Context: an optimization exercise on an open-source flow, tuned for small area, a short achievable clock period and few clock cycles per item. The choices shown serve that exercise and are no tape-out recipe. The RTL was checked by simulation tests, not by an equivalence proof against the original design.

==> flow/design.v (outline; a module is shown in full before it is edited, if it fits) <==
// module booth_ctl: 12 lines
// module csa_fa: 10 lines
// module csa_ha: 9 lines
// module ReLU: 17 lines
// module fully_serial: 1823 lines
// module neuron_top: 19 lines
module neuron_top (
    input  logic         clk,
    input  logic         rst_n,
    input  logic [511:0] in_vec,
    input  logic [255:0] weights_vec,
    input  logic [31:0]  bias,
    output logic [31:0]  out,
    output logic         done
);
  // ...
==> flow/flow/run.sh <==
#!/bin/bash
# Own layout flow: the standard flow (standard.sh, unchanged synthesis and
# steps), except that the port buffers are plain buffers
# (sky130_fd_sc_hd__buf_2) rather than the delay buffers that buffer_ports
# picks by itself.  Each step's full output goes to a log file here.
set -euo pipefail
export BUFFER_PORTS_ARGS="-buffer_cell sky130_fd_sc_hd__buf_2"
bash standard.sh synth > flow_synth.log 2>&1
bash standard.sh finish > flow_finish.log 2>&1
==> flow/standard.sh <==
#!/bin/bash
# synth_recipe.tcl (not shown) runs the flow's synth.tcl, then flattens the netlist and writes it again
# the make line also repeats each setting of config.mk as NAME=value (left out here)
make -C /OpenROAD-flow-scripts/flow DESIGN_CONFIG=/design/flow/config.mk WORK_HOME=/design/flow/orfs CLKGATE_MAP_FILE= SYNTH_SCRIPT=/design/flow/synth_recipe.tcl "${@:-finish}"
==> flow/config.mk <==
export PLATFORM = sky130hd
export DESIGN_NAME = neuron_top
export DESIGN_NICKNAME = neuron_top
export VERILOG_FILES = /design/flow/design.v
export SDC_FILE = /design/flow/constraint.sdc
export NUM_CORES = 4
export LEC_CHECK = 0
export CAP_MARGIN = 20
export CORE_MARGIN = 2
export CORE_UTILIZATION = 50
export SLEW_MARGIN = 20
export SYNTH_HIERARCHICAL = 1
==> flow/constraint.sdc <==
create_clock -name core_clock -period 12.0 [get_ports {clk}]
set_input_delay 2.4000 -clock core_clock [delete_from_list [all_inputs] [get_ports {clk}]]
set_output_delay 2.4000 -clock core_clock [all_outputs]
set_load 0.01 [all_outputs]
==> notes.md, run 1 <==
- Worst setup EP type: register
- M2 GR Usage: 77.4%
- M1 wire length: 60300 um
- Post-synth ARST share: 3.45%
- Synth Flop Type: dfxtp_1
- WL final: 176000 um
- Largest net degree at the start of global routing: 94
- Register area: 2940 um^2
- Post-synthesis mux area share: 4.47%
- CP max stage cell: buf_4
- Largest family of logic cells by synthesized area: adder cells
- Mean Syn Cell Area: 10.6 um^2
- Initial Util: 50.8%
- Hold Vio Cnt, Final: 0
- CP peak stage delay: 0.80 ns
- Vias in the first global route: 33800
- Slew Limit Fails: 0
- Synthesized cell area: 33500 um^2
- Leading cell kind: multi-input gates
- Status: timing/DRC/antenna clean
- Fill cells: 5564
- Non-Clock Inverter Count: 95
- Placed Cells: 4684
- Worst-skew pair later-pin latency: 0.48 ns
- Top Metal Used: met5
- Synth Area in Adders: 42.2%
- Period utilisation layout: 60.9%
- Comb_multi_in: 2698
- Tapcell Cnt: 864
- Clk_skew: 0.0120 ns
- Synth Instances: 3174
- Share of layout cells above drive strength 1: 27.8%
- Cell row count: 94
- Biggest regs: u_neuron.as_q x39, u_neuron.ac_q x38, u_neuron.rs_q x6
- Hold Crit Class: register to register
- Area growth from synthesis to layout: 15.8%
- R2R Path End: u_neuron.ac_q[10]
- CTS H-tree depth: 4
- GPL Wtd Cong: 1.12
Testbench counts, summed over its fixed seeds: cycles 7,680, items 960.
==> inputs of run 2 (changes only) <==
--- a/flow/design.v
+++ b/flow/design.v
@@ -1,20 +1,8 @@
-module booth_ctl (
-    input  logic       first,
-    input  logic [2:0] ctl0,
-    input  logic [2:0] winr,
-    output logic [2:0] ctl
-);
-  logic [2:0] ctlr;
-  assign ctlr[2] = winr[1] ^ winr[0];
-  assign ctlr[1] = winr[2] ? (~winr[1] & ~winr[0]) : (winr[1] & winr[0]);
-  assign ctlr[0] = winr[2];
-  assign ctl     = first ? ctl0 : ctlr;
-endmodule
 module csa_fa (
     input  logic a,
     input  logic b,
     input  logic ci,
     output logic s,
     output logic co
 );
   assign s  = a ^ b ^ ci;
@@ -51,18 +39,17 @@
     input  logic         rst_n,
     input  logic [511:0] in_vec,
     input  logic [255:0] weights_vec,
     input  logic [31:0]  bias,
     output logic [31:0]  out,
     output logic         done
 );
   logic [2:0] ph;
-  logic first, ph_zero, is_last, is_bias, is_prelast;
-  assign ph_zero    = (ph == 3'd0);
+  logic first, is_last, is_bias, is_prelast;
   assign is_last    = (ph == 3'd7);
   assign is_prelast = (ph == 3'd6);
   assign is_bias    = (ph == 3'd5);
   always_ff @(posedge clk or negedge rst_n) begin
     if (!rst_n) begin
       ph    <= '0;
       done  <= 1'b0;
       first <= 1'b1;
@@ -303,18 +290,18 @@
     win_r_15_0 <= win_nxt_15_0;
   end
   logic [7:0] rs_n, rc_n, rs_q, rc_q, rs_g, rc_g;
   logic [15:0] negn_g;
   always_ff @(posedge clk) begin
     rs_q <= rs_n;
     rc_q <= rc_n;
   end
-  assign rs_g = ph_zero ? '0 : rs_q;
-  assign rc_g = ph_zero ? '0 : rc_q;
+  assign rs_g = first ? '0 : rs_q;
+  assign rc_g = first ? '0 : rc_q;
   assign negn_g[0] = is_prelast & ctl_nxt_0_0[0];
   assign negn_g[1] = is_prelast & ctl_nxt_1_0[0];
   assign negn_g[2] = is_prelast & ctl_nxt_2_0[0];
   assign negn_g[3] = is_prelast & ctl_nxt_3_0[0];
   assign negn_g[4] = is_prelast & ctl_nxt_4_0[0];
   assign negn_g[5] = is_prelast & ctl_nxt_5_0[0];
   assign negn_g[6] = is_prelast & ctl_nxt_6_0[0];
   assign negn_g[7] = is_prelast & ctl_nxt_7_0[0];
@@ -323,18 +310,18 @@
   assign negn_g[10] = is_prelast & ctl_nxt_10_0[0];
   assign negn_g[11] = is_prelast & ctl_nxt_11_0[0];
   assign negn_g[12] = is_prelast & ctl_nxt_12_0[0];
   assign negn_g[13] = is_prelast & ctl_nxt_13_0[0];
   assign negn_g[14] = is_prelast & ctl_nxt_14_0[0];
   assign negn_g[15] = is_prelast & ctl_nxt_15_0[0];
   logic [38:0] as_q, ac_q, as_g, ac_g, as_n, ac_n;
   logic [1:0] res;
-  assign as_g = ph_zero ? '0 : as_q;
-  assign ac_g = ph_zero ? '0 : ac_q;
+  assign as_g = first ? '0 : as_q;
+  assign ac_g = first ? '0 : ac_q;
   always_ff @(posedge clk) begin
     as_q <= as_n;
     ac_q <= ac_n;
   end
   logic [31:0] bias_g;
   assign bias_g = is_bias ? {~bias[31], bias[30:0]} : 32'd0;
   logic [3:0] low_q;
   always_ff @(posedge clk) low_q <= 4'({res, low_q} >> 2);
@@ -351,127 +338,47 @@
   assign xs[9] = {{2{in_vec[319]}}, in_vec[319:288], 1'b0};
   assign xs[10] = {{2{in_vec[351]}}, in_vec[351:320], 1'b0};
   assign xs[11] = {{2{in_vec[383]}}, in_vec[383:352], 1'b0};
   assign xs[12] = {{2{in_vec[415]}}, in_vec[415:384], 1'b0};
   assign xs[13] = {{2{in_vec[447]}}, in_vec[447:416], 1'b0};
   assign xs[14] = {{2{in_vec[479]}}, in_vec[479:448], 1'b0};
   assign xs[15] = {{2{in_vec[511]}}, in_vec[511:480], 1'b0};
   logic [33:0] pp0_0;
-  logic [2:0] c0_0_0;
-  booth_ctl u_bc0_0_0 (.first(first), .ctl0(booth_enc({weights_vec[1], weights_vec[0], 1'b0})), .winr(win_r_0_0), .ctl(c0_0_0));
-  assign pp0_0[16:0] = ((({17{c0_0_0[2]}} & xs[0][17:1]) | ({17{c0_0_0[1]}} & xs[0][16:0])) ^ {17{c0_0_0[0]}});
-  logic [2:0] c0_0_1;
-  booth_ctl u_bc0_0_1 (.first(first), .ctl0(booth_enc({weights_vec[1], weights_vec[0], 1'b0})), .winr(win_r_0_0), .ctl(c0_0_1));
-  assign pp0_0[33:17] = ((({17{c0_0_1[2]}} & xs[0][34:18]) | ({17{c0_0_1[1]}} & xs[0][33:17])) ^ {17{c0_0_1[0]}}) ^ (17'd1 << 16);
+  assign pp0_0 = ((({34{ctl_cur_0_0[2]}} & xs[0][34:1]) | ({34{ctl_cur_0_0[1]}} & xs[0][33:0])) ^ {34{ctl_cur_0_0[0]}}) ^ (34'd1 << 33);
   logic [33:0] pp1_0;
-  logic [2:0] c1_0_0;
-  booth_ctl u_bc1_0_0 (.first(first), .ctl0(booth_enc({weights_vec[17], weights_vec[16], 1'b0})), .winr(win_r_1_0), .ctl(c1_0_0));
-  assign pp1_0[16:0] = ((({17{c1_0_0[2]}} & xs[1][17:1]) | ({17{c1_0_0[1]}} & xs[1][16:0])) ^ {17{c1_0_0[0]}});
-  logic [2:0] c1_0_1;
-  booth_ctl u_bc1_0_1 (.first(first), .ctl0(booth_enc({weights_vec[17], weights_vec[16], 1'b0})), .winr(win_r_1_0), .ctl(c1_0_1));
-  assign pp1_0[33:17] = ((({17{c1_0_1[2]}} & xs[1][34:18]) | ({17{c1_0_1[1]}} & xs[1][33:17])) ^ {17{c1_0_1[0]}}) ^ (17'd1 << 16);
+  assign pp1_0 = ((({34{ctl_cur_1_0[2]}} & xs[1][34:1]) | ({34{ctl_cur_1_0[1]}} & xs[1][33:0])) ^ {34{ctl_cur_1_0[0]}}) ^ (34'd1 << 33);
   logic [33:0] pp2_0;
-  logic [2:0] c2_0_0;
-  booth_ctl u_bc2_0_0 (.first(first), .ctl0(booth_enc({weights_vec[33], weights_vec[32], 1'b0})), .winr(win_r_2_0), .ctl(c2_0_0));
-  assign pp2_0[16:0] = ((({17{c2_0_0[2]}} & xs[2][17:1]) | ({17{c2_0_0[1]}} & xs[2][16:0])) ^ {17{c2_0_0[0]}});
-  logic [2:0] c2_0_1;
-  booth_ctl u_bc2_0_1 (.first(first), .ctl0(booth_enc({weights_vec[33], weights_vec[32], 1'b0})), .winr(win_r_2_0), .ctl(c2_0_1));
-  assign pp2_0[33:17] = ((({17{c2_0_1[2]}} & xs[2][34:18]) | ({17{c2_0_1[1]}} & xs[2][33:17])) ^ {17{c2_0_1[0]}}) ^ (17'd1 << 16);
+  assign pp2_0 = ((({34{ctl_cur_2_0[2]}} & xs[2][34:1]) | ({34{ctl_cur_2_0[1]}} & xs[2][33:0])) ^ {34{ctl_cur_2_0[0]}}) ^ (34'd1 << 33);
   logic [33:0] pp3_0;
-  logic [2:0] c3_0_0;
-  booth_ctl u_bc3_0_0 (.first(first), .ctl0(booth_enc({weights_vec[49], weights_vec[48], 1'b0})), .winr(win_r_3_0), .ctl(c3_0_0));
-  assign pp3_0[16:0] = ((({17{c3_0_0[2]}} & xs[3][17:1]) | ({17{c3_0_0[1]}} & xs[3][16:0])) ^ {17{c3_0_0[0]}});
-  logic [2:0] c3_0_1;
-  booth_ctl u_bc3_0_1 (.first(first), .ctl0(booth_enc({weights_vec[49], weights_vec[48], 1'b0})), .winr(win_r_3_0), .ctl(c3_0_1));
-  assign pp3_0[33:17] = ((({17{c3_0_1[2]}} & xs[3][34:18]) | ({17{c3_0_1[1]}} & xs[3][33:17])) ^ {17{c3_0_1[0]}}) ^ (17'd1 << 16);
+  assign pp3_0 = ((({34{ctl_cur_3_0[2]}} & xs[3][34:1]) | ({34{ctl_cur_3_0[1]}} & xs[3][33:0])) ^ {34{ctl_cur_3_0[0]}}) ^ (34'd1 << 33);
   logic [33:0] pp4_0;
-  logic [2:0] c4_0_0;
-  booth_ctl u_bc4_0_0 (.first(first), .ctl0(booth_enc({weights_vec[65], weights_vec[64], 1'b0})), .winr(win_r_4_0), .ctl(c4_0_0));
-  assign pp4_0[16:0] = ((({17{c4_0_0[2]}} & xs[4][17:1]) | ({17{c4_0_0[1]}} & xs[4][16:0])) ^ {17{c4_0_0[0]}});
-  logic [2:0] c4_0_1;
-  booth_ctl u_bc4_0_1 (.first(first), .ctl0(booth_enc({weights_vec[65], weights_vec[64], 1'b0})), .winr(win_r_4_0), .ctl(c4_0_1));
-  assign pp4_0[33:17] = ((({17{c4_0_1[2]}} & xs[4][34:18]) | ({17{c4_0_1[1]}} & xs[4][33:17])) ^ {17{c4_0_1[0]}}) ^ (17'd1 << 16);
+  assign pp4_0 = ((({34{ctl_cur_4_0[2]}} & xs[4][34:1]) | ({34{ctl_cur_4_0[1]}} & xs[4][33:0])) ^ {34{ctl_cur_4_0[0]}}) ^ (34'd1 << 33);
   logic [33:0] pp5_0;
-  logic [2:0] c5_0_0;
-  booth_ctl u_bc5_0_0 (.first(first), .ctl0(booth_enc({weights_vec[81], weights_vec[80], 1'b0})), .winr(win_r_5_0), .ctl(c5_0_0));
-  assign pp5_0[16:0] = ((({17{c5_0_0[2]}} & xs[5][17:1]) | ({17{c5_0_0[1]}} & xs[5][16:0])) ^ {17{c5_0_0[0]}});
-  logic [2:0] c5_0_1;
-  booth_ctl u_bc5_0_1 (.first(first), .ctl0(booth_enc({weights_vec[81], weights_vec[80], 1'b0})), .winr(win_r_5_0), .ctl(c5_0_1));
-  assign pp5_0[33:17] = ((({17{c5_0_1[2]}} & xs[5][34:18]) | ({17{c5_0_1[1]}} & xs[5][33:17])) ^ {17{c5_0_1[0]}}) ^ (17'd1 << 16);
+  assign pp5_0 = ((({34{ctl_cur_5_0[2]}} & xs[5][34:1]) | ({34{ctl_cur_5_0[1]}} & xs[5][33:0])) ^ {34{ctl_cur_5_0[0]}}) ^ (34'd1 << 33);
   logic [33:0] pp6_0;
-  logic [2:0] c6_0_0;
-  booth_ctl u_bc6_0_0 (.first(first), .ctl0(booth_enc({weights_vec[97], weights_vec[96], 1'b0})), .winr(win_r_6_0), .ctl(c6_0_0));
-  assign pp6_0[16:0] = ((({17{c6_0_0[2]}} & xs[6][17:1]) | ({17{c6_0_0[1]}} & xs[6][16:0])) ^ {17{c6_0_0[0]}});
-  logic [2:0] c6_0_1;
-  booth_ctl u_bc6_0_1 (.first(first), .ctl0(booth_enc({weights_vec[97], weights_vec[96], 1'b0})), .winr(win_r_6_0), .ctl(c6_0_1));
-  assign pp6_0[33:17] = ((({17{c6_0_1[2]}} & xs[6][34:18]) | ({17{c6_0_1[1]}} & xs[6][33:17])) ^ {17{c6_0_1[0]}}) ^ (17'd1 << 16);
+  assign pp6_0 = ((({34{ctl_cur_6_0[2]}} & xs[6][34:1]) | ({34{ctl_cur_6_0[1]}} & xs[6][33:0])) ^ {34{ctl_cur_6_0[0]}}) ^ (34'd1 << 33);
   logic [33:0] pp7_0;
-  logic [2:0] c7_0_0;
-  booth_ctl u_bc7_0_0 (.first(first), .ctl0(booth_enc({weights_vec[113], weights_vec[112], 1'b0})), .winr(win_r_7_0), .ctl(c7_0_0));
-  assign pp7_0[16:0] = ((({17{c7_0_0[2]}} & xs[7][17:1]) | ({17{c7_0_0[1]}} & xs[7][16:0])) ^ {17{c7_0_0[0]}});
-  logic [2:0] c7_0_1;
-  booth_ctl u_bc7_0_1 (.first(first), .ctl0(booth_enc({weights_vec[113], weights_vec[112], 1'b0})), .winr(win_r_7_0), .ctl(c7_0_1));
-  assign pp7_0[33:17] = ((({17{c7_0_1[2]}} & xs[7][34:18]) | ({17{c7_0_1[1]}} & xs[7][33:17])) ^ {17{c7_0_1[0]}}) ^ (17'd1 << 16);
+  assign pp7_0 = ((({34{ctl_cur_7_0[2]}} & xs[7][34:1]) | ({34{ctl_cur_7_0[1]}} & xs[7][33:0])) ^ {34{ctl_cur_7_0[0]}}) ^ (34'd1 << 33);
   logic [33:0] pp8_0;
-  logic [2:0] c8_0_0;
-  booth_ctl u_bc8_0_0 (.first(first), .ctl0(booth_enc({weights_vec[129], weights_vec[128], 1'b0})), .winr(win_r_8_0), .ctl(c8_0_0));
-  assign pp8_0[16:0] = ((({17{c8_0_0[2]}} & xs[8][17:1]) | ({17{c8_0_0[1]}} & xs[8][16:0])) ^ {17{c8_0_0[0]}});
-  logic [2:0] c8_0_1;
-  booth_ctl u_bc8_0_1 (.first(first), .ctl0(booth_enc({weights_vec[129], weights_vec[128], 1'b0})), .winr(win_r_8_0), .ctl(c8_0_1));
-  assign pp8_0[33:17] = ((({17{c8_0_1[2]}} & xs[8][34:18]) | ({17{c8_0_1[1]}} & xs[8][33:17])) ^ {17{c8_0_1[0]}}) ^ (17'd1 << 16);
+  assign pp8_0 = ((({34{ctl_cur_8_0[2]}} & xs[8][34:1]) | ({34{ctl_cur_8_0[1]}} & xs[8][33:0])) ^ {34{ctl_cur_8_0[0]}}) ^ (34'd1 << 33);
   logic [33:0] pp9_0;
-  logic [2:0] c9_0_0;
-  booth_ctl u_bc9_0_0 (.first(first), .ctl0(booth_enc({weights_vec[145], weights_vec[144], 1'b0})), .winr(win_r_9_0), .ctl(c9_0_0));
-  assign pp9_0[16:0] = ((({17{c9_0_0[2]}} & xs[9][17:1]) | ({17{c9_0_0[1]}} & xs[9][16:0])) ^ {17{c9_0_0[0]}});
-  logic [2:0] c9_0_1;
-  booth_ctl u_bc9_0_1 (.first(first), .ctl0(booth_enc({weights_vec[145], weights_vec[144], 1'b0})), .winr(win_r_9_0), .ctl(c9_0_1));
-  assign pp9_0[33:17] = ((({17{c9_0_1[2]}} & xs[9][34:18]) | ({17{c9_0_1[1]}} & xs[9][33:17])) ^ {17{c9_0_1[0]}}) ^ (17'd1 << 16);
+  assign pp9_0 = ((({34{ctl_cur_9_0[2]}} & xs[9][34:1]) | ({34{ctl_cur_9_0[1]}} & xs[9][33:0])) ^ {34{ctl_cur_9_0[0]}}) ^ (34'd1 << 33);
   logic [33:0] pp10_0;
-  logic [2:0] c10_0_0;
-  booth_ctl u_bc10_0_0 (.first(first), .ctl0(booth_enc({weights_vec[161], weights_vec[160], 1'b0})), .winr(win_r_10_0), .ctl(c10_0_0));
-  assign pp10_0[16:0] = ((({17{c10_0_0[2]}} & xs[10][17:1]) | ({17{c10_0_0[1]}} & xs[10][16:0])) ^ {17{c10_0_0[0]}});
-  logic [2:0] c10_0_1;
-  booth_ctl u_bc10_0_1 (.first(first), .ctl0(booth_enc({weights_vec[161], weights_vec[160], 1'b0})), .winr(win_r_10_0), .ctl(c10_0_1));
-  assign pp10_0[33:17] = ((({17{c10_0_1[2]}} & xs[10][34:18]) | ({17{c10_0_1[1]}} & xs[10][33:17])) ^ {17{c10_0_1[0]}}) ^ (17'd1 << 16);
+  assign pp10_0 = ((({34{ctl_cur_10_0[2]}} & xs[10][34:1]) | ({34{ctl_cur_10_0[1]}} & xs[10][33:0])) ^ {34{ctl_cur_10_0[0]}}) ^ (34'd1 << 33);
   logic [33:0] pp11_0;
-  logic [2:0] c11_0_0;
-  booth_ctl u_bc11_0_0 (.first(first), .ctl0(booth_enc({weights_vec[177], weights_vec[176], 1'b0})), .winr(win_r_11_0), .ctl(c11_0_0));
-  assign pp11_0[16:0] = ((({17{c11_0_0[2]}} & xs[11][17:1]) | ({17{c11_0_0[1]}} & xs[11][16:0])) ^ {17{c11_0_0[0]}});
-  logic [2:0] c11_0_1;
-  booth_ctl u_bc11_0_1 (.first(first), .ctl0(booth_enc({weights_vec[177], weights_vec[176], 1'b0})), .winr(win_r_11_0), .ctl(c11_0_1));
-  assign pp11_0[33:17] = ((({17{c11_0_1[2]}} & xs[11][34:18]) | ({17{c11_0_1[1]}} & xs[11][33:17])) ^ {17{c11_0_1[0]}}) ^ (17'd1 << 16);
+  assign pp11_0 = ((({34{ctl_cur_11_0[2]}} & xs[11][34:1]) | ({34{ctl_cur_11_0[1]}} & xs[11][33:0])) ^ {34{ctl_cur_11_0[0]}}) ^ (34'd1 << 33);
   logic [33:0] pp12_0;
-  logic [2:0] c12_0_0;
-  booth_ctl u_bc12_0_0 (.first(first), .ctl0(booth_enc({weights_vec[193], weights_vec[192], 1'b0})), .winr(win_r_12_0), .ctl(c12_0_0));
-  assign pp12_0[16:0] = ((({17{c12_0_0[2]}} & xs[12][17:1]) | ({17{c12_0_0[1]}} & xs[12][16:0])) ^ {17{c12_0_0[0]}});
-  logic [2:0] c12_0_1;
-  booth_ctl u_bc12_0_1 (.first(first), .ctl0(booth_enc({weights_vec[193], weights_vec[192], 1'b0})), .winr(win_r_12_0), .ctl(c12_0_1));
-  assign pp12_0[33:17] = ((({17{c12_0_1[2]}} & xs[12][34:18]) | ({17{c12_0_1[1]}} & xs[12][33:17])) ^ {17{c12_0_1[0]}}) ^ (17'd1 << 16);
+  assign pp12_0 = ((({34{ctl_cur_12_0[2]}} & xs[12][34:1]) | ({34{ctl_cur_12_0[1]}} & xs[12][33:0])) ^ {34{ctl_cur_12_0[0]}}) ^ (34'd1 << 33);
   logic [33:0] pp13_0;
-  logic [2:0] c13_0_0;
-  booth_ctl u_bc13_0_0 (.first(first), .ctl0(booth_enc({weights_vec[209], weights_vec[208], 1'b0})), .winr(win_r_13_0), .ctl(c13_0_0));
-  assign pp13_0[16:0] = ((({17{c13_0_0[2]}} & xs[13][17:1]) | ({17{c13_0_0[1]}} & xs[13][16:0])) ^ {17{c13_0_0[0]}});
-  logic [2:0] c13_0_1;
-  booth_ctl u_bc13_0_1 (.first(first), .ctl0(booth_enc({weights_vec[209], weights_vec[208], 1'b0})), .winr(win_r_13_0), .ctl(c13_0_1));
-  assign pp13_0[33:17] = ((({17{c13_0_1[2]}} & xs[13][34:18]) | ({17{c13_0_1[1]}} & xs[13][33:17])) ^ {17{c13_0_1[0]}}) ^ (17'd1 << 16);
+  assign pp13_0 = ((({34{ctl_cur_13_0[2]}} & xs[13][34:1]) | ({34{ctl_cur_13_0[1]}} & xs[13][33:0])) ^ {34{ctl_cur_13_0[0]}}) ^ (34'd1 << 33);
   logic [33:0] pp14_0;
-  logic [2:0] c14_0_0;
-  booth_ctl u_bc14_0_0 (.first(first), .ctl0(booth_enc({weights_vec[225], weights_vec[224], 1'b0})), .winr(win_r_14_0), .ctl(c14_0_0));
-  assign pp14_0[16:0] = ((({17{c14_0_0[2]}} & xs[14][17:1]) | ({17{c14_0_0[1]}} & xs[14][16:0])) ^ {17{c14_0_0[0]}});
-  logic [2:0] c14_0_1;
-  booth_ctl u_bc14_0_1 (.first(first), .ctl0(booth_enc({weights_vec[225], weights_vec[224], 1'b0})), .winr(win_r_14_0), .ctl(c14_0_1));
-  assign pp14_0[33:17] = ((({17{c14_0_1[2]}} & xs[14][34:18]) | ({17{c14_0_1[1]}} & xs[14][33:17])) ^ {17{c14_0_1[0]}}) ^ (17'd1 << 16);
+  assign pp14_0 = ((({34{ctl_cur_14_0[2]}} & xs[14][34:1]) | ({34{ctl_cur_14_0[1]}} & xs[14][33:0])) ^ {34{ctl_cur_14_0[0]}}) ^ (34'd1 << 33);
   logic [33:0] pp15_0;
-  logic [2:0] c15_0_0;
-  booth_ctl u_bc15_0_0 (.first(first), .ctl0(booth_enc({weights_vec[241], weights_vec[240], 1'b0})), .winr(win_r_15_0), .ctl(c15_0_0));
-  assign pp15_0[16:0] = ((({17{c15_0_0[2]}} & xs[15][17:1]) | ({17{c15_0_0[1]}} & xs[15][16:0])) ^ {17{c15_0_0[0]}});
-  logic [2:0] c15_0_1;
-  booth_ctl u_bc15_0_1 (.first(first), .ctl0(booth_enc({weights_vec[241], weights_vec[240], 1'b0})), .winr(win_r_15_0), .ctl(c15_0_1));
-  assign pp15_0[33:17] = ((({17{c15_0_1[2]}} & xs[15][34:18]) | ({17{c15_0_1[1]}} & xs[15][33:17])) ^ {17{c15_0_1[0]}}) ^ (17'd1 << 16);
+  assign pp15_0 = ((({34{ctl_cur_15_0[2]}} & xs[15][34:1]) | ({34{ctl_cur_15_0[1]}} & xs[15][33:0])) ^ {34{ctl_cur_15_0[0]}}) ^ (34'd1 << 33);
   logic fs0, fc0;
   logic fs1, fc1;
   logic fs2, fc2;
   logic fs3, fc3;
   logic fs4, fc4;
   logic fs5, fc5;
   logic fs6, fc6;
   logic fs7, fc7;
==> notes.md, run 2 <==
- Status: timing/DRC/antenna clean (unchanged)
- Placed Area: 37300 um^2 (was 38100 um^2)
- Post-synth EDFFs: 0 (unchanged)
- Multi-input gate area: 28500 um^2 (was 29200 um^2)
- Worst setup SP type: register (unchanged)
- Die ar.: 68300 um^2 (was 69100 um^2)
- Reg2reg path depth: 12 (was 16)
- Unrepaired setup endpoints after global routing: no (unchanged)
- Synth Flop Type: dfxtp_1 (unchanged)
- CTS sink count: 145 (unchanged)
- Worst setup EP type: register (unchanged)
- Via count: 30900 (was 32600)
- Area growth from synthesis to layout: 14.8% (was 15.8%)
- Setup ws final: 4.97 ns (was 4.69 ns)
- GPL Wtd Cong: 1.06 (was 1.12)
- Synthesized cell area: 33100 um^2 (was 33500 um^2)
- Seq/Total Area, Yosys: 8.84% (was 8.75%)
- First-pass GRT wire length: 220000 um (was 245000 um)
- Mean Syn Cell Area: 10.9 um^2 (was 10.6 um^2)
- DP HPWL: 128000 um (was 153000 um)
- Setup TNS: 0 ns (unchanged)
- Most frequent cells in the layout: buf_2, fa_1, xnor2_1 (unchanged)
- Fin area: 38000 um^2 (was 38800 um^2)
- Post-synth top cells: fa_1, xnor2_1, a22oi_1 (unchanged)
- Root Driver: clkbuf_16 (unchanged)
- Slew Limit Fails: 0 (unchanged)
- Cell row count: 94 (unchanged)
- Max FFs per register: 39 (unchanged)
- Final worst path period need: 7.03 ns (was 7.31 ns)
- Most common cell in the netlist: fa_1 (unchanged)
- Inserted Clock Buffers: 17 (unchanged)
- FF+latch count, synth: 145 (unchanged)
- ANT nets after route: 0 (unchanged)
- Routed length per instance: 34.5 um (was 37.1 um)
- Worst-Margin Slew: 0.949 ns (was 1.14 ns)
- Synth Instances: 3027 (was 3174)
- Die width: 261 um (was 263 um)
- Worst-skew pair later-pin latency: 0.47 ns (was 0.48 ns)
- Period utilisation layout: 58.6% (was 60.9%)
- Post-cts gate resize count: 0 (unchanged)
- Die Span Y: 261 um (was 263 um)
- I/O pins: 835 (unchanged)
- Post-synth top area share: 37.5% (was 37.1%)
- Worst-path clk slew: 0.08 ns (was 0.07 ns)
- Placed Cells: 4547 (was 4684)
- WL final: 159000 um (was 176000 um)
- MaxCap Viol Count: 0 (unchanged)
- Core area: 65600 um^2 (was 66000 um^2)
- Synth warn: 9 (unchanged)
- Fill cells: 5691 (was 5564)
- Max FO, Critical Path: 92 (was 93)
- Yosys cell types: 86 (was 84)
- Remaining global-route overflow: 0 (unchanged)
- Initial antenna violation count: 53 (was 36)
- Pre-CTS WS: 4.75 ns (was 4.74 ns)
- Total GRT Usage: 45.7% (was 50.2%)
- DRT iter0 DRCs: 4233 (was 4731)
- Biggest register: u_neuron.as_q (unchanged)
- Nets: 5231 (was 5400)
- Initial Util: 50.5% (was 50.8%)
- Largest cells by area after synthesis: fa_1, xnor2_1, a22oi_1 (unchanged)
- Post-synth ARST share: 3.45% (unchanged)
- DR vias/cell: 6.71 (was 6.88)
- # hold bufs at CTS: 0 (unchanged)
- Post-CTS setup buffer count: 0 (unchanged)
- CTS H-tree depth: 4 (unchanged)
- Hold Vio Cnt, Final: 0 (unchanged)
- Cell taking the most area after synthesis: fa_1 (unchanged)
- CP arrival: 7.39 ns (was 7.68 ns)
- CP required: 12.36 ns (was 12.37 ns)
- Final setup viols: 0 (unchanged)
- 1st-pass router iterations: 10 (unchanged)
- DRC errors left: 0 (unchanged)
- Crit Path Category: register to register (unchanged)
- Vias in the first global route: 31900 (was 33800)
- Biggest regs: u_neuron.as_q x39, u_neuron.ac_q x38, u_neuron.rs_q x6 (unchanged)
- Commonest non-fill, non-tap cell in the layout: buf_2 (unchanged)
- Largest net degree at the start of global routing: 93 (was 94)
- Non-filler cells, final: 4615 (was 4739)
- Hold depth: 0 (unchanged)
- CTS tree: yes (unchanged)
- Hold Crit Class: register to register (unchanged)
- Register area: 2940 um^2 (unchanged)
- Slew headroom: 36.8% (was 24.2%)
- Max Freq: 142 MHz (was 137 MHz)
- Clk_skew: 0.0139 ns (was 0.0120 ns)
- # port buffers: 833 (unchanged)
- Share of layout cells above drive strength 1: 29.3% (was 27.8%)
- Clk buf depth: 2 (unchanged)
[run 2: kinds of logic after synthesis]
group / share of synthesized area [%]
compound gates: 19.0
xor+xnor: 15.0
fa+ha+maj: 41.5
buf+inv: 5.58
flops: 8.84
mux: 4.08
other cells: 0.0227
simple gates: 5.96
[run 2: path summary, 6_finish.rpt]
kind                                   start           endpoint  slack [ns]
max reg2reg                   u_neuron.first  u_neuron.ac_q[12]        4.97
min reg2reg                u_neuron.low_q[2]  u_neuron.low_q[0]        0.40
min                        u_neuron.low_q[2]  u_neuron.low_q[0]        0.40
max in group asynchronous              rst_n     u_neuron.first       10.04
min in group asynchronous              rst_n      u_neuron.done        1.74
max                           u_neuron.first  u_neuron.ac_q[12]        4.97
[run 2: area by class of cell]
type                    count  share of cell area, %
multi-input cells        2590                   75.0
repair buffers            878                   11.9
flip-flops and latches    145                   7.72
well taps                 864                   2.84
clock buffers              19                   1.19
inverters                  71                  0.701
clock inverters            13                  0.408
diodes                     35                  0.230
[run 2: metrics by stage]
| stage | utilization [%] | hold slack (ns) |
|---|---|---|
| floorplan | - | 0.331 |
| global placement | 56.8 | 0.351 |
| detailed placement | 56.8 | 0.366 |
| CTS | 57.8 | 0.385 |
| global route | 57.9 | 0.395 |
| finish | 57.9 | 0.397 |
[run 2: routing by layer]
| layer | share of wire [%] | global-route usage [%] | up-vias |
|---|---|---|---|
| li1 | - | - | 12100 |
| met1 | 35 | 55.8 | 15500 |
| met2 | 45 | 70.1 | 2670 |
| met3 | 13 | 14.2 | 685 |
| met4 | 7.6 | 29.7 | 16 |
| met5 | 0.068 | 0 | - |
[run 2: modules after synthesis (local to each module, per instance), a selection]
module	flip-flops and latches	times used
fully_serial	145	1
csa_fa	0	620
csa_ha	0	29
[run 2: worst max-delay path, cell delays in order (launching register included)]
cell	delay, ns
dfstp_4	1.19
buf_4	0.56
buf_16	0.32
mux2_4	0.54
a22oi_1	0.60
xnor2_1	0.18
fa_1	0.57
fa_1	0.58
fa_1	0.47
fa_1	0.44
fa_1	0.50
fa_1	0.51
ha_1	0.28
Testbench counts of run 2, summed over its fixed seeds: cycles 7,680, items 960.
==> inputs of run 3 (changes only) <==
--- a/flow/config.mk
+++ b/flow/config.mk
@@ -8,5 +8,6 @@
 export CAP_MARGIN = 20
 export CORE_MARGIN = 2
 export CORE_UTILIZATION = 50
+export SETUP_SLACK_MARGIN = 5
 export SLEW_MARGIN = 20
 export SYNTH_HIERARCHICAL = 1
==> notes.md, run 3 <==
- DRT iter0 DRCs: 4351 (was 4233)
- Post-synth ARST share: 3.45% (unchanged)
- CP arrival: 7.26 ns (was 7.39 ns)
- Synth warn: 9 (unchanged)
- First-pass GRT wire length: 220000 um (unchanged)
- Biggest register: u_neuron.as_q (unchanged)
- Clk buf depth: 2 (unchanged)
- Hold Crit Class: register to register (unchanged)
- Unrepaired setup endpoints after global routing: no (unchanged)
- Reg2reg path depth: 13 (was 12)
- CTS sink count: 145 (unchanged)
- Max FFs per register: 39 (unchanged)
- Cell taking the most area after synthesis: fa_1 (unchanged)
- Synth Flop Type: dfxtp_1 (unchanged)
- R2R Path End: u_neuron.ac_q[15] (was u_neuron.ac_q[12])
- Crit Path Category: input pin to register (was register to register)
- CP Buf/Inv Count: 2 (unchanged)
- Initial Util: 50.5% (unchanged)
- Share of layout cells above drive strength 1: 29.3% (unchanged)
- Reg2reg start: u_neuron.first (unchanged)
- Max FO, Critical Path: 32 (was 92)
- CP required: 12.34 ns (was 12.36 ns)
- Synth Instances: 3027 (unchanged)
- Crit-path cells: buf_2 > nand3b_1 > o21ai_4 > buf_4 > a22oi_1 > xnor2_1 > fa_1 > fa_1 > fa_1 > fa_1 > fa_1 > fa_1 > ha_1 (was buf_4 > buf_16 > mux2_4 > a22oi_1 > xnor2_1 > fa_1 > fa_1 > fa_1 > fa_1 > fa_1 > fa_1 > ha_1)
- Worst setup SP type: input pin (was register)
- Die width: 261 um (unchanged)
- Synthesized cell area: 33100 um^2 (unchanged)
- Status: timing/DRC/antenna clean (unchanged)
- Vias in the first global route: 31900 (unchanged)
- WL final: 160000 um (was 159000 um)
- Worst hold path startpoint: u_neuron.low_q[3] (was u_neuron.low_q[2])
- Final worst path period need: 6.92 ns (was 7.03 ns)
- Worst-Margin Slew: 0.953 ns (was 0.949 ns)
- CP max stage cell: fa_1 (was dfstp_4)
- Period utilisation layout: 57.7% (was 58.6%)
- Worst setup EP type: register (unchanged)
- Nets: 5231 (unchanged)
- Initial antenna violation count: 53 (unchanged)
- Yosys cell types: 86 (unchanged)
- Remaining global-route overflow: 0 (unchanged)
- Total GRT Usage: 45.7% (unchanged)
- Worst-path clk slew: 0.08 ns (about the same)
- Largest net degree at the start of global routing: 93 (unchanged)
- R2r setup slk: 5.31 ns (was 4.97 ns)
- Root Driver: clkbuf_16 (unchanged)
- Seq/Total Area, Yosys: 8.84% (unchanged)
- Most common cell in the netlist: fa_1 (unchanged)
- Commonest non-fill, non-tap cell in the layout: buf_2 (unchanged)
- Worst Hold End: u_neuron.low_q[1] (was u_neuron.low_q[0])
- Biggest regs: u_neuron.as_q x39, u_neuron.ac_q x38, u_neuron.rs_q x6 (unchanged)
- Post-synth top area share: 37.5% (unchanged)
- Max Freq: 145 MHz (was 142 MHz)
- Post-synth EDFFs: 0 (unchanged)
- 1st-pass router iterations: 9 (was 10)
- DR vias/cell: 6.71 (about the same)
- I/O pins: 835 (unchanged)
- Routed length per instance: 34.7 um (was 34.5 um)
- Hold Vio Cnt, Final: 0 (unchanged)
- Die Span Y: 261 um (unchanged)
- ANT nets after route: 0 (unchanged)
- MaxCap Viol Count: 0 (unchanged)
- Top cell by count, worst path: fa_1 (unchanged)
- Via count: 31000 (was 30900)
- Mean Syn Cell Area: 10.9 um^2 (unchanged)
- Die ar.: 68300 um^2 (unchanged)
- Clk_skew: 0.0219 ns (was 0.0139 ns)
- Setup TNS: 0 ns (unchanged)
- Inserted Clock Buffers: 17 (unchanged)
- FF+latch count, synth: 145 (unchanged)
- Core area: 65600 um^2 (unchanged)
- Worst path top cell family by delay: adder cells (unchanged)
- Final Util: 57.9% (about the same)
- Post-synth top cells: fa_1, xnor2_1, a22oi_1 (unchanged)
- DRC errors left: 0 (unchanged)
- GPL Wtd Cong: 1.06 (unchanged)
- Cell row count: 94 (unchanged)
- Worst-skew pair later-pin latency: 0.47 ns (about the same)
- CTS tree: yes (unchanged)
- CP peak stage delay: 0.58 ns (was 1.19 ns)
- Final setup viols: 0 (unchanged)
- CTS H-tree depth: 4 (unchanged)
- # port buffers: 833 (unchanged)
- DP HPWL: 128000 um (unchanged)
- Largest cells by area after synthesis: fa_1, xnor2_1, a22oi_1 (unchanged)
- Area growth from synthesis to layout: 14.8% (about the same)
- Hold depth: 0 (unchanged)
- Slew Limit Fails: 0 (unchanged)
- Slew headroom: 36.5% (was 36.8%)
- Most frequent cells in the layout: buf_2, fa_1, xnor2_1 (unchanged)
==> run 3: timing repair <==
item | in CTS | in global routing
endpoints found under the setup margin | 24 | 10
gates resized for setup | 1 | 0
buffers inserted | 0 | 1
hold buffers | 0 | 0
==> run 3: worst max-delay path by stage <==
stage / from / endpoint / slack (ns) / cells after the start
floorplan: weights_vec[0] / u_neuron.ac_q[33] / 5.58 / 11
global placement: weights_vec[80] / u_neuron.ac_q[14] / 4.83 / 13
detailed placement: weights_vec[96] / u_neuron.ac_q[8] / 4.75 / 13
CTS: u_neuron.first / u_neuron.ac_q[8] / 5.18 / 12
global route: u_neuron.ac_q[0] / out[18] / 5.03 / 13
finish: weights_vec[80] / u_neuron.ac_q[15] / 5.08 / 13
==> run 3: logic make-up (layout without fill, tap and decap cells) <==
kind of cell,after synthesis,in the layout,share of synthesized area [%]
fa+ha+maj,726,726,41.5
simple gates,373,373,5.96
compound gates,798,798,19.0
other cells,2,40,0.0227
xor+xnor,567,567,15.0
buf+inv,298,981,5.58
flops,145,145,8.84
mux,118,118,4.08
==> run 3: stage by stage <==
stage | setup WS [ns] | hold WS [ns] | cells | area (um^2)
floorplan | 5.58 | 0.331 | 3033 | 33100
global placement | 4.83 | 0.351 | 4547 | 37300
detailed placement | 4.75 | 0.366 | 4547 | 37300
CTS | 5.18 | 0.385 | 4579 | 37900
global route | 5.03 | 0.395 | 4610 | 38000
finish | 5.08 | 0.405 | 4612 | 38000
==> run 3: cell type report <==
class / instances / area, um^2
Fill cell: 5692 / 27600
Timing Repair Buffer: 878 / 4530
Antenna cell: 32 / 80.1
Clock buffer: 19 / 454
Multi-Input combinational cell: 2590 / 28500
Inverter: 71 / 267
Tap cell: 864 / 1080
Clock inverter: 13 / 155
Sequential cell: 145 / 2940
==> run 3: metal layers <==
metal  part of all wire [%]  GRT usage [%]  vias to the layer above
met5                  0.097              0                        -
met4                    7.6           29.7                       16
met3                     13           14.2                      644
met2                     45           70.1                     2676
met1                     35           55.8                    15500
li1                       -              -                    12100
==> run 3: per-module statistics from Yosys (local to each module, per instance), a selection <==
module	copies in the design	flops+latches	area [um^2]	cells inside
fully_serial	1	145	17000	1937
csa_fa	620	0	20.0	1
csa_ha	29	0	12.5	1

## re-timing with driven ports
How much do the figures lean on ideal ports? The routed layouts below were timed once more, with nothing changed but the port constraints. Step 1 sets driving cells, clkbuf_16 on the clock port and buf_2 on the other inputs (assumed; they add their load-dependent delay and slew). Step 2, shift: input delay + t, output delay - t, t = (earliest + latest rising clock arrival at the registers) / 2. This alone moves slack from input paths to output paths. Slacks: ideal / step 1 / step 2; pairs: ideal / step 1.
run	shift t [ns]	setup WS [ns]	worst register clock-pin slew, ns	worst slew at a driven data input, ns
run 1	0.543	4.686 / 4.686 / 4.618	0.07 / 0.07	0.21
run 2	0.531	4.967 / 4.967 / 4.528	0.08 / 0.08	0.25
run 3	0.529	5.081 / 5.040 / 4.511	0.08 / 0.08	0.25
After both steps setup and hold are still met in every run listed. For run 3, which loses most, drivers alone change the setup slack by -0.041 ns; drivers and shift together by -0.570 ns.
